This design comes from an exercise in tuning for small area, a short achievable clock period and few clock cycles on the open sky130 flow, not from production work. Only simulation tests tie the RTL to the original design; equivalence was not proved. Power figures rest on the tool's default switching activity, not on a simulated workload.

the baseline:
==> module tinyalu, before the edit <==
module tinyalu (
    input  wire  [7:0] A,
    input  wire  [7:0] B,
    input  wire        clk,
    input  wire  [2:0] op,
    input  wire        reset_n,
    input  wire        start,
    output wire        done,
    output wire [15:0] result
);
  reg [15:0] acc;
  reg [2:0]  cnt;      
  reg        done_r;
  wire idle = (cnt == 3'd0);
  wire [7:0] x = idle ? B : acc[15:8];
  wire [7:0] y = A & {8{idle | acc[0]}};
  wire [7:0] p = x ^ y;
  wire [7:0] g = x & y;
  wire [7:0] g1 = {g[7] | (p[7] & g[6]), g[6], g[5] | (p[5] & g[4]), g[4],
                   g[3] | (p[3] & g[2]), g[2], g[1] | (p[1] & g[0]), g[0]};
  wire [7:0] p1 = {p[7] & p[6], p[6], p[5] & p[4], p[4],
                   p[3] & p[2], p[2], p[1] & p[0], p[0]};
  wire [7:0] g2 = {g1[7:6] | (p1[7:6] & {2{g1[5]}}), g1[5:4],
                   g1[3:2] | (p1[3:2] & {2{g1[1]}}), g1[1:0]};
  wire [7:0] p2 = {p1[7:6] & {2{p1[5]}}, p1[5:4],
                   p1[3:2] & {2{p1[1]}}, p1[1:0]};
  wire [7:0] g3 = {g2[7:4] | (p2[7:4] & {4{g2[3]}}), g2[3:0]};
  wire [8:0] c  = {g3, 1'b0};
  wire [8:0] s = {c[8], p ^ c[7:0]};
  always @(posedge clk) begin
    if (!idle)
      acc <= {s, acc[7:1]};
    else if (op[2])
      acc <= {1'b0, A & {8{B[0]}}, B[7:1]};
    else if (!op[1])
      acc <= {7'h00, s};
    else if (op[0])
      acc <= {8'h00, p};
    else
      acc <= {8'h00, g};
  end
  always @(posedge clk or negedge reset_n) begin
    if (!reset_n) begin
      cnt    <= 3'd0;
      done_r <= 1'b0;
    end else if (!idle) begin
      cnt    <= cnt - 3'd1;
      done_r <= (cnt == 3'd1);
    end else begin
      cnt    <= (start && op[2] && !done_r) ? 3'd7 : 3'd0;
      done_r <= start && !op[2] && (op[1:0] != 2'b00) && !done_r;
    end
  end
  assign done   = done_r;
  assign result = acc;
endmodule
==> flow/config.mk <==
export PLATFORM = sky130hd
export DESIGN_NAME = tinyalu
export DESIGN_NICKNAME = tinyalu
export VERILOG_FILES = /design/flow/design.v
export SDC_FILE = /design/flow/constraint.sdc
export NUM_CORES = 4
export LEC_CHECK = 0
export ABC_AREA = 1
export CAP_MARGIN = 20
export CORE_AREA = 2 2 62 62
export CTS_BUF_LIST = sky130_fd_sc_hd__clkbuf_8
export DIE_AREA = 0 0 64 64
export PLACE_DENSITY = 0.8
export SETUP_SLACK_MARGIN = 2.7
export SLEW_MARGIN = 20
==> flow/constraint.sdc <==
create_clock -name core_clock -period 5.0 [get_ports {clk}]
set_input_delay 1.0000 -clock core_clock [delete_from_list [all_inputs] [get_ports {clk}]]
set_output_delay 1.0000 -clock core_clock [all_outputs]
set_load 0.01 [all_outputs]
standard.sh (not shown) runs the stock make flow with config.mk's settings and CLKGATE_MAP_FILE= SYNTH_SCRIPT=/design/flow/synth_recipe.tcl, a recipe that flattens the netlist after the stock synthesis.
==> flow/flow/run.sh <==
#!/bin/bash
# Layout flow: the standard ORFS flow (standard.sh, which runs the
# standard synthesis script) with two changes:
#  - the ports get plain buf_1 buffers instead of the delay cells that
#    buffer_ports picks by default;
#  - the half/full adder cells are added to the platform's don't-use list,
#    so that ABC maps the adders as ordinary gates.
# ORFS's own logs go to orfs/logs/; make's output goes to run_standard.log.
set -euo pipefail
export BUFFER_PORTS_ARGS="-buffer_cell sky130_fd_sc_hd__buf_1"
PLATFORM_DONT_USE="sky130_fd_sc_hd__probe_p_8 sky130_fd_sc_hd__probec_p_8 sky130_fd_sc_hd__lpflow_bleeder_1 sky130_fd_sc_hd__lpflow_clkbufkapwr_1 sky130_fd_sc_hd__lpflow_clkbufkapwr_16 sky130_fd_sc_hd__lpflow_clkbufkapwr_2 sky130_fd_sc_hd__lpflow_clkbufkapwr_4 sky130_fd_sc_hd__lpflow_clkbufkapwr_8 sky130_fd_sc_hd__lpflow_clkinvkapwr_1 sky130_fd_sc_hd__lpflow_clkinvkapwr_16 sky130_fd_sc_hd__lpflow_clkinvkapwr_2 sky130_fd_sc_hd__lpflow_clkinvkapwr_4 sky130_fd_sc_hd__lpflow_clkinvkapwr_8 sky130_fd_sc_hd__lpflow_decapkapwr_12 sky130_fd_sc_hd__lpflow_decapkapwr_3 sky130_fd_sc_hd__lpflow_decapkapwr_4 sky130_fd_sc_hd__lpflow_decapkapwr_6 sky130_fd_sc_hd__lpflow_decapkapwr_8 sky130_fd_sc_hd__lpflow_inputiso0n_1 sky130_fd_sc_hd__lpflow_inputiso0p_1 sky130_fd_sc_hd__lpflow_inputiso1n_1 sky130_fd_sc_hd__lpflow_inputiso1p_1 sky130_fd_sc_hd__lpflow_inputisolatch_1 sky130_fd_sc_hd__lpflow_isobufsrc_1 sky130_fd_sc_hd__lpflow_isobufsrc_16 sky130_fd_sc_hd__lpflow_isobufsrc_2 sky130_fd_sc_hd__lpflow_isobufsrc_4 sky130_fd_sc_hd__lpflow_isobufsrc_8 sky130_fd_sc_hd__lpflow_isobufsrckapwr_16 sky130_fd_sc_hd__lpflow_lsbuf_lh_hl_isowell_tap_1 sky130_fd_sc_hd__lpflow_lsbuf_lh_hl_isowell_tap_2 sky130_fd_sc_hd__lpflow_lsbuf_lh_hl_isowell_tap_4 sky130_fd_sc_hd__lpflow_lsbuf_lh_isowell_4 sky130_fd_sc_hd__lpflow_lsbuf_lh_isowell_tap_1 sky130_fd_sc_hd__lpflow_lsbuf_lh_isowell_tap_2 sky130_fd_sc_hd__lpflow_lsbuf_lh_isowell_tap_4 "
ADDERS="sky130_fd_sc_hd__ha_1 sky130_fd_sc_hd__ha_2 sky130_fd_sc_hd__ha_4 sky130_fd_sc_hd__fa_1 sky130_fd_sc_hd__fa_2 sky130_fd_sc_hd__fa_4"
bash standard.sh "DONT_USE_CELLS=$PLATFORM_DONT_USE $ADDERS" finish > run_standard.log 2>&1
Testbench counts of the baseline, summed over its fixed seeds: cycles 44,915.
Here is what was changed in the inputs of the candidate compared with the baseline.
-- flow/design.v --
<<< the baseline, line 10
);
  reg [15:0] acc;
  reg [2:0]  cnt;      
  reg        done_r;
  wire idle = (cnt == 3'd0);
  wire [7:0] x = idle ? B : acc[15:8];
  wire [7:0] y = A & {8{idle | acc[0]}};
>>> the candidate, line 10
);
  reg [15:0] acc;
  reg        busy;     
  reg [2:0]  rem;      
  reg        done_r;
  wire idle = ~busy;
  wire two  = (rem[2] | rem[1]) & ~acc[1];
  wire [2:0] rem_next = rem - {1'b0, two, ~two};
  wire [7:0] x = idle ? B : acc[15:8];
  wire [7:0] y = A & {8{idle | acc[0]}};
<<< the baseline, line 30
  always @(posedge clk) begin
    if (!idle)
      acc <= {s, acc[7:1]};
    else if (op[2])
      acc <= {1'b0, A & {8{B[0]}}, B[7:1]};
>>> the candidate, line 33
  always @(posedge clk) begin
    if (!idle)
      acc <= two ? {1'b0, s, acc[7:2]} : {s, acc[7:1]};
    else if (op[2])
      acc <= {1'b0, A & {8{B[0]}}, B[7:1]};
<<< the baseline, line 40
      acc <= {8'h00, g};
  end
  always @(posedge clk or negedge reset_n) begin
    if (!reset_n) begin
      cnt    <= 3'd0;
      done_r <= 1'b0;
    end else if (!idle) begin
      cnt    <= cnt - 3'd1;
      done_r <= (cnt == 3'd1);
    end else begin
      cnt    <= (start && op[2] && !done_r) ? 3'd7 : 3'd0;
      done_r <= start && !op[2] && (op[1:0] != 2'b00) && !done_r;
    end
>>> the candidate, line 43
      acc <= {8'h00, g};
  end
  always @(posedge clk) begin
    rem <= busy ? rem_next : 3'd7;
  end
  always @(posedge clk or negedge reset_n) begin
    if (!reset_n) begin
      busy   <= 1'b0;
      done_r <= 1'b0;
    end else if (busy) begin
      busy   <= (rem_next != 3'd0);
      done_r <= (rem_next == 3'd0);
    end else begin
      busy   <= start && op[2] && !done_r;
      done_r <= start && !op[2] && (op[1:0] != 2'b00) && !done_r;
    end
--- outcome ---
- Against the baseline, total clock sinks in the candidate rose by a few percent.
- B[0] as the start point of the critical path was reported by the baseline, and op[0] by the candidate.
- Relative to the baseline, the layout overhead on the synthesized area of the candidate is lower by 7.5 points.
- From the baseline to the candidate the numbers moved as follows: post-layout net count picked up an extra 24; setup slack lost 0.12 ns; design area picked up an extra about 3.2%.
- The baseline → the candidate: fraction of area in registers flat; global-route usage up 3.0 points; critical path depth down 5.
Testbench counts of the candidate, summed over its fixed seeds: cycles 38,683.

* * *

main:
Another version of the RTL of tinyalu (not shown whole).
For scale: ~260 cells after synthesis, roughly 0.0016 mm2 of cells after synthesis.
==> flow/design.v (excerpt) <==
module tinyalu (
    input  wire  [7:0] A,
    input  wire  [7:0] B,
    input  wire        clk,
    input  wire  [2:0] op,
    input  wire        reset_n,
    input  wire        start,
    output wire        done,
    output wire [15:0] result
);
==> module tinyalu, before the edit <==
module tinyalu (
    input  wire  [7:0] A,
    input  wire  [7:0] B,
    input  wire        clk,
    input  wire  [2:0] op,
    input  wire        reset_n,
    input  wire        start,
    output wire        done,
    output wire [15:0] result
);
  reg [15:0] acc;
  reg        busy;     
  reg [2:0]  rem;      
  reg        done_r;
  wire idle = ~busy;
  wire two  = (rem[2] | rem[1]) & ~acc[1];
  wire [2:0] rem_next = rem - {1'b0, two, ~two};
  wire [7:0] x = idle ? B : acc[15:8];
  wire [7:0] y = A & {8{idle | acc[0]}};
  wire [7:0] p = x ^ y;
  wire [7:0] g = x & y;
  wire [7:0] g1 = {g[7] | (p[7] & g[6]), g[6], g[5] | (p[5] & g[4]), g[4],
                   g[3] | (p[3] & g[2]), g[2], g[1] | (p[1] & g[0]), g[0]};
  wire [7:0] p1 = {p[7] & p[6], p[6], p[5] & p[4], p[4],
                   p[3] & p[2], p[2], p[1] & p[0], p[0]};
  wire [7:0] g2 = {g1[7:6] | (p1[7:6] & {2{g1[5]}}), g1[5:4],
                   g1[3:2] | (p1[3:2] & {2{g1[1]}}), g1[1:0]};
  wire [7:0] p2 = {p1[7:6] & {2{p1[5]}}, p1[5:4],
                   p1[3:2] & {2{p1[1]}}, p1[1:0]};
  wire [7:0] g3 = {g2[7:4] | (p2[7:4] & {4{g2[3]}}), g2[3:0]};
  wire [8:0] c  = {g3, 1'b0};
  wire [8:0] s = {c[8], p ^ c[7:0]};
  wire sel_sh1 = busy & ~two;
  wire sel_sh2 = busy & two;
  wire sel_mul = idle & op[2];
  wire sel_add = idle & ~op[2] & ~op[1];
  wire sel_xor = idle & ~op[2] & op[1] & op[0];
  wire sel_and = idle & ~op[2] & op[1] & ~op[0];
  always @(posedge clk) begin
    acc <= ({16{sel_sh1}} & {s, acc[7:1]})
         | ({16{sel_sh2}} & {1'b0, s, acc[7:2]})
         | ({16{sel_mul}} & {1'b0, A & {8{B[0]}}, B[7:1]})
         | ({16{sel_add}} & {7'h00, s})
         | ({16{sel_xor}} & {8'h00, p})
         | ({16{sel_and}} & {8'h00, g});
  end
  always @(posedge clk) begin
    rem <= busy ? rem_next : 3'd7;
  end
  always @(posedge clk or negedge reset_n) begin
    if (!reset_n) begin
      busy   <= 1'b0;
      done_r <= 1'b0;
    end else if (busy) begin
      busy   <= (rem_next != 3'd0);
      done_r <= (rem_next == 3'd0);
    end else begin
      busy   <= start && op[2] && !done_r;
      done_r <= start && !op[2] && (op[1:0] != 2'b00) && !done_r;
    end
  end
  assign done   = done_r;
  assign result = acc;
endmodule
Settings: LEC_CHECK=0, ABC_AREA=1, CAP_MARGIN=20, CORE_AREA=2 2 62 62, CTS_BUF_LIST=sky130_fd_sc_hd__clkbuf_8, DIE_AREA=0 0 64 64, PLACE_DENSITY=0.8, SETUP_SLACK_MARGIN=2.7, SLEW_MARGIN=20; clock period 5.0 ns.
Scripts as last shown in full above: flow/flow/run.sh
Testbench counts of main, summed over its fixed seeds: cycles 38,683.
## Diff of input files: the feature branch against main
==> flow/design.v <==
module tinyalu (
    input  wire  [7:0] A,
    input  wire  [7:0] B,
    input  wire        clk,
    input  wire  [2:0] op,
    input  wire        reset_n,
    input  wire        start,
    output wire        done,
    output wire [15:0] result
);
  reg [15:0] acc;
  reg        busy;     
  reg [2:0]  cnt;      
  reg        done_r;
  wire idle = ~busy;
  wire [7:0] x = idle ? B : acc[15:8];
  wire [7:0] y = A & {8{idle | acc[0]}};
  wire [7:0] p = x ^ y;
  wire [7:0] g = x & y;
  wire [7:0] g1 = {g[7] | (p[7] & g[6]), g[6], g[5] | (p[5] & g[4]), g[4],
                   g[3] | (p[3] & g[2]), g[2], g[1] | (p[1] & g[0]), g[0]};
  wire [7:0] p1 = {p[7] & p[6], p[6], p[5] & p[4], p[4],
                   p[3] & p[2], p[2], p[1] & p[0], p[0]};
  wire [7:0] g2 = {g1[7:6] | (p1[7:6] & {2{g1[5]}}), g1[5:4],
                   g1[3:2] | (p1[3:2] & {2{g1[1]}}), g1[1:0]};
  wire [7:0] p2 = {p1[7:6] & {2{p1[5]}}, p1[5:4],
                   p1[3:2] & {2{p1[1]}}, p1[1:0]};
  wire [7:0] g3 = {g2[7:4] | (p2[7:4] & {4{g2[3]}}), g2[3:0]};
  wire [8:0] c  = {g3, 1'b0};
  wire [8:0] s = {c[8], p ^ c[7:0]};
  always @(posedge clk) begin
    if (!idle)
      acc <= {s, acc[7:1]};
    else if (op[2])
      acc <= {1'b0, A & {8{B[0]}}, B[7:1]};
    else if (!op[1])
      acc <= {7'h00, s};
    else if (op[0])
      acc <= {8'h00, p};
    else
      acc <= {8'h00, g};
  end
  always @(posedge clk) begin
    cnt <= busy ? cnt - 3'd1 : 3'd6;
  end
  always @(posedge clk or negedge reset_n) begin
    if (!reset_n) begin
      busy   <= 1'b0;
      done_r <= 1'b0;
    end else if (busy) begin
      busy   <= (cnt != 3'd0);
      done_r <= (cnt == 3'd0);
    end else begin
      busy   <= start && op[2] && !done_r;
      done_r <= start && !op[2] && (op[1:0] != 2'b00) && !done_r;
    end
  end
  assign done   = done_r;
  assign result = acc;
endmodule
Notes after the runs:
- Fraction of final layout cells sized beyond drive strength 1, the feature branch and main: lower on main
- The feature branch vs main: final standard cell utilization of the core down in the feature branch
- The feature branch vs main — net switching power dropped by a few percent
- Summary: wire length, the feature branch better than main
- Synthesized-area fraction occupied by and/or/nand/nor cells: the feature branch vs main down 7.1 points
- The sum of routed wire segments on met1 in the feature branch is 0.939 times that in main.
- In the tables for the feature branch and main, net switching share of the total power reads lower with the feature branch.
- Re global-route wire length before repair: the feature branch is 830 um down on main.
- Final cell count without fillers was higher in main than in the feature branch.
- Compared with main, in the feature branch flop-to-flop setup slack lost 140 ps, combinational fraction of design power picked up an extra 2.2 points, met3 routing resource usage after global routing lost 1.8 points, maximum clock frequency lost 1.7%.
Testbench counts of the feature branch, summed over its fixed seeds: cycles 44,915.

[what the ideal ports hide]
The results above use ideal ports. As a check the final layouts listed here were re-extracted and re-timed, cells and wires unchanged.
Step 1 assumes that a clkbuf_16 drives the clock port and a buf_2 every other input.
Step 2 also shifts input and output timing later by t, the mid clock arrival at the registers, as if the neighbouring blocks saw the same clock.
Slacks: no drivers / after step 1 / after step 2; pairs: no drivers / after step 1.
run	t, ns	setup WS [ns]	hold slack, ns	worst register clock-pin slew, ns	cell pins on the clock port's net
the baseline	0.284	2.894 / 2.892 / 2.608	0.491 / 0.491 / 0.491	0.08 / 0.08	1
the candidate	0.293	2.770 / 2.772 / 2.479	0.498 / 0.498 / 0.519	0.09 / 0.09	1
main	0.283	2.862 / 2.864 / 2.580	0.500 / 0.499 / 0.526	0.08 / 0.08	1
the feature branch	0.286	2.826 / 2.826 / 2.561	0.441 / 0.441 / 0.441	0.08 / 0.08	1
After both steps every run listed still meets setup and hold. The setup slack of the candidate, which loses most, moves by +0.002 ns with the drivers and by -0.291 ns with both steps.
